Source: an optimization exercise on an open RTL-to-GDS flow (aim: small area, a short achievable clock period and few clock cycles). Production flows keep margins and buffers that such runs may drop.
At most, simulation tests tie the RTL to the original design; equivalence was not proved.
The clock input has no modelled driver; a real chip could not lean on it and would need a root buffer or a full tree.
Power is estimated from default activity; no workload was simulated.

## run B
Design LZ77_Encoder, start of the top module:
module LZ77_Encoder(clk,reset,chardata,valid,encode,finish,offset,match_len,char_nxt);
input 				clk;
input 				reset;
input 		[7:0] 	chardata;
output  			valid;
output  			encode;
output  			finish;
output 		[3:0] 	offset;
output 		[2:0] 	match_len;
output 	 	[7:0] 	char_nxt;
reg					valid;
reg					finish;
reg			[3:0]	offset;
reg			[2:0]	match_len;
reg			[3:0]	ch;			 
reg					ch5;		 
reg			[3:0]	H [0:8];	 
reg			[6:0]	E [0:8];	 
reg			[11:0]	lfsr;		 
reg					ended;		 
reg			[2:0]	skip;		 
reg					tok;		 
reg					done;		 
integer 	d, j;
assign encode = valid;
assign char_nxt = {2'b00, ch5, 1'b0, ch};
wire		inrange = ~ended;			 
always @(posedge clk or posedge reset)
begin
	if (reset)
	begin
		lfsr <= 12'hce2;
		ended <= 1'b0;
		for (d = 0; d < 9; d = d + 1)
			H[d] <= 4'd0;
	end
	else
	begin
		lfsr <= {lfsr[10:0], lfsr[11] ^ lfsr[10]};
		ended <= ended | (lfsr == 12'h800);
		H[0] <= chardata[3:0] ^ 4'd3;
		for (d = 1; d < 9; d = d + 1)
			H[d] <= H[d-1];
	end
end
always @(posedge clk)
begin
	for (d = 0; d < 9; d = d + 1)
		E[d] <= {E[d][5:0], inrange & ((chardata[3:0] ^ 4'd3) == H[d])};
end
reg			[7:0]	a [0:8];	 
reg			[7:0]	A;			 
reg			[3:0]	off [1:7];	 
reg			[2:0]	L;
reg			[3:0]	S;
reg			[3:0]	X;			 
wire		[3:0]	C [0:7];	 
reg					last;		 
assign C[7] = chardata[3:0] ^ 4'd3;
assign C[6] = H[0];
assign C[5] = H[1];
assign C[4] = H[2];
assign C[3] = H[3];
assign C[2] = H[4];
assign C[1] = H[5];
assign C[0] = H[6];
always @(*)
begin
	for (d = 0; d < 9; d = d + 1)
	begin
		a[d][0] = 1'b1;
		for (j = 1; j < 8; j = j + 1)
			a[d][j] = a[d][j-1] & E[d][7-j];
	end
	for (j = 0; j < 8; j = j + 1)
	begin
		A[j] = 1'b0;
		for (d = 0; d < 9; d = d + 1)
			A[j] = A[j] | a[d][j];
	end
	for (j = 1; j < 8; j = j + 1)
	begin
		off[j] = 4'd0;
		for (d = 0; d < 9; d = d + 1)
			if (a[d][j]) off[j] = d;
	end
	L = 3'd0;
	S = 4'd0;
	X = C[0];
	for (j = 1; j < 8; j = j + 1)
		if (A[j])
		begin
			L = j;
			S = off[j];
			X = C[j];
		end
	last = 1'b0;
	for (j = 0; j < 8; j = j + 1)
		last = last | (lfsr[j] & A[7-j]);
	last = last & ended;
end
wire		[2:0]	eff = tok ? match_len : skip;
wire				emit = (eff == 3'd0) & ~done;
always @(posedge clk)
begin
	offset <= S;
	match_len <= L;
	ch <= X ^ 4'd3;
	ch5 <= last;
	valid <= emit;
	finish <= done;
end
always @(posedge clk or posedge reset)
begin
	if (reset)
	begin
  ...
==> module LZ77_Encoder, before the edit <==
module LZ77_Encoder(clk,reset,chardata,valid,encode,finish,offset,match_len,char_nxt);
input 				clk;
input 				reset;
input 		[7:0] 	chardata;
output  			valid;
output  			encode;
output  			finish;
output 		[3:0] 	offset;
output 		[2:0] 	match_len;
output 	 	[7:0] 	char_nxt;
reg					valid;
reg					finish;
reg			[3:0]	offset;
reg			[2:0]	match_len;
reg			[3:0]	ch;			 
reg					ch5;		 
reg			[3:0]	H [0:8];	 
reg			[6:0]	E [0:8];	 
reg			[11:0]	lfsr;		 
reg					ended;		 
reg			[2:0]	skip;		 
reg					tok;		 
reg					done;		 
integer 	d, j;
assign encode = valid;
assign char_nxt = {2'b00, ch5, 1'b0, ch};
wire		inrange = ~ended;			 
always @(posedge clk or posedge reset)
begin
	if (reset)
	begin
		lfsr <= 12'hce2;
		ended <= 1'b0;
		for (d = 0; d < 9; d = d + 1)
			H[d] <= 4'd0;
	end
	else
	begin
		lfsr <= {lfsr[10:0], lfsr[11] ^ lfsr[10]};
		ended <= ended | (lfsr == 12'h800);
		H[0] <= chardata[3:0] ^ 4'd3;
		for (d = 1; d < 9; d = d + 1)
			H[d] <= H[d-1];
	end
end
always @(posedge clk)
begin
	for (d = 0; d < 9; d = d + 1)
		E[d] <= {E[d][5:0], inrange & ((chardata[3:0] ^ 4'd3) == H[d])};
end
reg			[7:0]	a [0:8];	 
reg			[7:0]	A;			 
reg			[3:0]	off [1:7];	 
reg			[2:0]	L;
reg			[3:0]	S;
reg			[3:0]	X;			 
wire		[3:0]	C [0:7];	 
reg					last;		 
assign C[7] = chardata[3:0] ^ 4'd3;
assign C[6] = H[0];
assign C[5] = H[1];
assign C[4] = H[2];
assign C[3] = H[3];
assign C[2] = H[4];
assign C[1] = H[5];
assign C[0] = H[6];
always @(*)
begin
	for (d = 0; d < 9; d = d + 1)
	begin
		a[d][0] = 1'b1;
		for (j = 1; j < 8; j = j + 1)
			a[d][j] = a[d][j-1] & E[d][7-j];
	end
	for (j = 0; j < 8; j = j + 1)
	begin
		A[j] = 1'b0;
		for (d = 0; d < 9; d = d + 1)
			A[j] = A[j] | a[d][j];
	end
	for (j = 1; j < 8; j = j + 1)
	begin
		off[j] = 4'd0;
		for (d = 0; d < 9; d = d + 1)
			if (a[d][j]) off[j] = d;
	end
	L = 3'd0;
	S = 4'd0;
	X = C[0];
	for (j = 1; j < 8; j = j + 1)
		if (A[j])
		begin
			L = j;
			S = off[j];
			X = C[j];
		end
	last = 1'b0;
	for (j = 0; j < 8; j = j + 1)
		last = last | (lfsr[j] & A[7-j]);
	last = last & ended;
end
wire		[2:0]	eff = tok ? match_len : skip;
wire				emit = (eff == 3'd0) & ~done;
always @(posedge clk)
begin
	offset <= S;
	match_len <= L;
	ch <= X ^ 4'd3;
	ch5 <= last;
	valid <= emit;
	finish <= done;
end
always @(posedge clk or posedge reset)
begin
	if (reset)
	begin
		skip <= 3'd7;
		tok <= 1'b0;
		done <= 1'b0;
	end
	else
	begin
		skip <= emit ? 3'd0 : eff - 3'd1;
		tok <= emit & A[1];
		done <= done | (emit & last);
	end
end
endmodule
==> flow/config.mk <==
export PLATFORM = sky130hd
export DESIGN_NAME = LZ77_Encoder
export DESIGN_NICKNAME = LZ77_Encoder
export VERILOG_FILES = /design/flow/design.v
export SDC_FILE = /design/flow/constraint.sdc
export NUM_CORES = 4
export LEC_CHECK = 0
export CAP_MARGIN = 20
export CORE_MARGIN = 2
export CORE_UTILIZATION = 50
export PLACE_DENSITY = 0.85
export SLEW_MARGIN = 20
==> flow/constraint.sdc <==
create_clock -name core_clock -period 10.0 [get_ports {clk}]
set_input_delay 2.0000 -clock core_clock [delete_from_list [all_inputs] [get_ports {clk}]]
set_output_delay 2.0000 -clock core_clock [all_outputs]
set_load 0.01 [all_outputs]
standard.sh (not shown) runs the stock make flow with config.mk's settings and CLKGATE_MAP_FILE= SYNTH_SCRIPT=/design/flow/synth_recipe.tcl, a recipe that flattens the netlist after the stock synthesis.
==> flow/flow/run.sh <==
#!/bin/bash
# Own layout flow: the standard flow (standard.sh), with
#  - synthesis by flow/synth.tcl: the standard synthesis script, but ABC
#    maps the logic with an area-oriented script (flow/abc_area.script),
#  - port buffers of buf_2 instead of the default clkdlybuf4s50_1,
#  - a larger setup target for ORFS's timing repair,
#  - a one-level clock tree (flow/cts.tcl) in place of TritonCTS.
# Each step's full output goes to a log file of its own in this folder.
set -euo pipefail
export FLOW_DIR_OWN=$PWD/flow
export OWN_ABC_SCRIPT=$PWD/flow/abc_area.script
export MCT_COLS=${MCT_COLS:-2}
export MCT_ROWS=${MCT_ROWS:-2}
VARS=("SYNTH_SCRIPT=$PWD/flow/synth.tcl" "BUFFER_PORTS_ARGS=-buffer_cell sky130_fd_sc_hd__buf_2" "SETUP_SLACK_MARGIN=7.4")
bash standard.sh "${VARS[@]}" place > flow_place.log 2>&1
bash standard.sh "${VARS[@]}" run RUN_SCRIPT=$PWD/flow/cts.tcl RUN_LOG_NAME_STEM=4_1_cts > flow_cts.log 2>&1
bash standard.sh "${VARS[@]}" finish > flow_finish.log 2>&1
Other scripts of this flow, unchanged in this note and not shown: flow/flow/abc_area.script, flow/flow/clkbuf.tcl, flow/flow/cts.tcl, flow/flow/synth.tcl
Testbench counts of run B, summed over its fixed seeds: cycles 12,332.
The following lists how run D was set up differently from run B:
-- flow/design.v --
<<< run B, line 20
reg					ended;		 
reg			[2:0]	skip;		 
reg					tok;		 
reg					done;		 
integer 	d, j;
>>> run D, line 20
reg					ended;		 
reg			[2:0]	skip;		 
reg					done;		 
integer 	d, j;
<<< run B, line 51
reg			[7:0]	a [0:8];	 
reg			[7:0]	A;			 
reg			[3:0]	off [1:7];	 
reg			[2:0]	L;
reg			[3:0]	S;
>>> run D, line 50
reg			[7:0]	a [0:8];	 
reg			[7:0]	A;			 
reg			[7:0]	sel;		 
reg			[8:0]	M;			 
reg			[2:0]	L;
reg			[3:0]	S;
<<< run B, line 79
			A[j] = A[j] | a[d][j];
	end
	for (j = 1; j < 8; j = j + 1)
	begin
		off[j] = 4'd0;
		for (d = 0; d < 9; d = d + 1)
			if (a[d][j]) off[j] = d;
	end
	L = 3'd0;
	S = 4'd0;
	X = C[0];
	for (j = 1; j < 8; j = j + 1)
>>> run D, line 79
			A[j] = A[j] | a[d][j];
	end
	for (j = 0; j < 8; j = j + 1)
		sel[j] = A[j] & ~(j < 7 ? A[j+1] : 1'b0);
	for (d = 0; d < 9; d = d + 1)
		M[d] = |(a[d] & sel);
	S = 4'd0;
	for (d = 0; d < 9; d = d + 1)
		if (M[d]) S = d;
	if (~A[1]) S = 4'd0;
	L = 3'd0;
	X = C[0];
	for (j = 1; j < 8; j = j + 1)
<<< run B, line 92
		begin
			L = j;
			S = off[j];
			X = C[j];
		end
>>> run D, line 93
		begin
			L = j;
			X = C[j];
		end
<<< run B, line 100
	last = last & ended;
end
wire		[2:0]	eff = tok ? match_len : skip;
wire				emit = (eff == 3'd0) & ~done;
always @(posedge clk)
begin
>>> run D, line 100
	last = last & ended;
end
wire				emit = (skip == 3'd0) & ~done;
always @(posedge clk)
begin
<<< run B, line 116
	begin
		skip <= 3'd7;
		tok <= 1'b0;
		done <= 1'b0;
	end
	else
	begin
		skip <= emit ? 3'd0 : eff - 3'd1;
		tok <= emit & A[1];
		done <= done | (emit & last);
	end
>>> run D, line 115
	begin
		skip <= 3'd7;
		done <= 1'b0;
	end
	else
	begin
		skip <= emit ? L : skip - 3'd1;
		done <= done | (emit & last);
	end
--- outcome ---
The final layout from run D, which completed every stage, passed the timing, DRC and antenna checks at the end of the flow. As of run D, via density per instance had risen by a little under 10% compared to run B. Die area: run D vs run B down about 4%. Side by side, share of the synthesized netlist area taken by xor and xnor gates turned out lower in run D than in run B. Changes observed in run D relative to run B: data arrival time at the worst-slack endpoint higher, adder and majority cell fraction of the synthesized area roughly the same. The share of power burned in combinational logic of run D exceeds that of run B by 2.2 points. Between run B and run D, the layout overhead on the synthesized area is higher for run D.
Function not checked in run D: the RTL went through the layout flow alone. In every run of this note, the design's own scripts or RTL, not TritonCTS, make the clock network.

re-timing with driven ports:
The results above use ideal ports. As a check the final layouts listed here were re-extracted and re-timed, cells and wires unchanged.
Step 1 assumes that a clkbuf_16 drives the clock port and a buf_2 every other input.
Step 2, shift: input delay + t, output delay - t, t = (earliest + latest rising clock arrival at the registers) / 2. This alone moves slack from input paths to output paths.
Three values: ideal, step 1, step 2; two values: the first two.
run	shift t [ns]	slack for setup (ns)	worst hold slack (ns)	clock arrival spread, ns	worst data-port slew with drivers (ns)
run B	0.253	7.372 / 7.292 / 7.250	0.354 / 0.354 / 0.354	0.015 / 0.015	0.04
run D	0.246	7.288 / 7.287 / 7.178	0.353 / 0.353 / 0.353	0.011 / 0.011	0.04
After both steps setup and hold are still met in every run listed. For run B, which loses most, drivers alone change the setup slack by -0.080 ns; drivers and shift together by -0.122 ns.
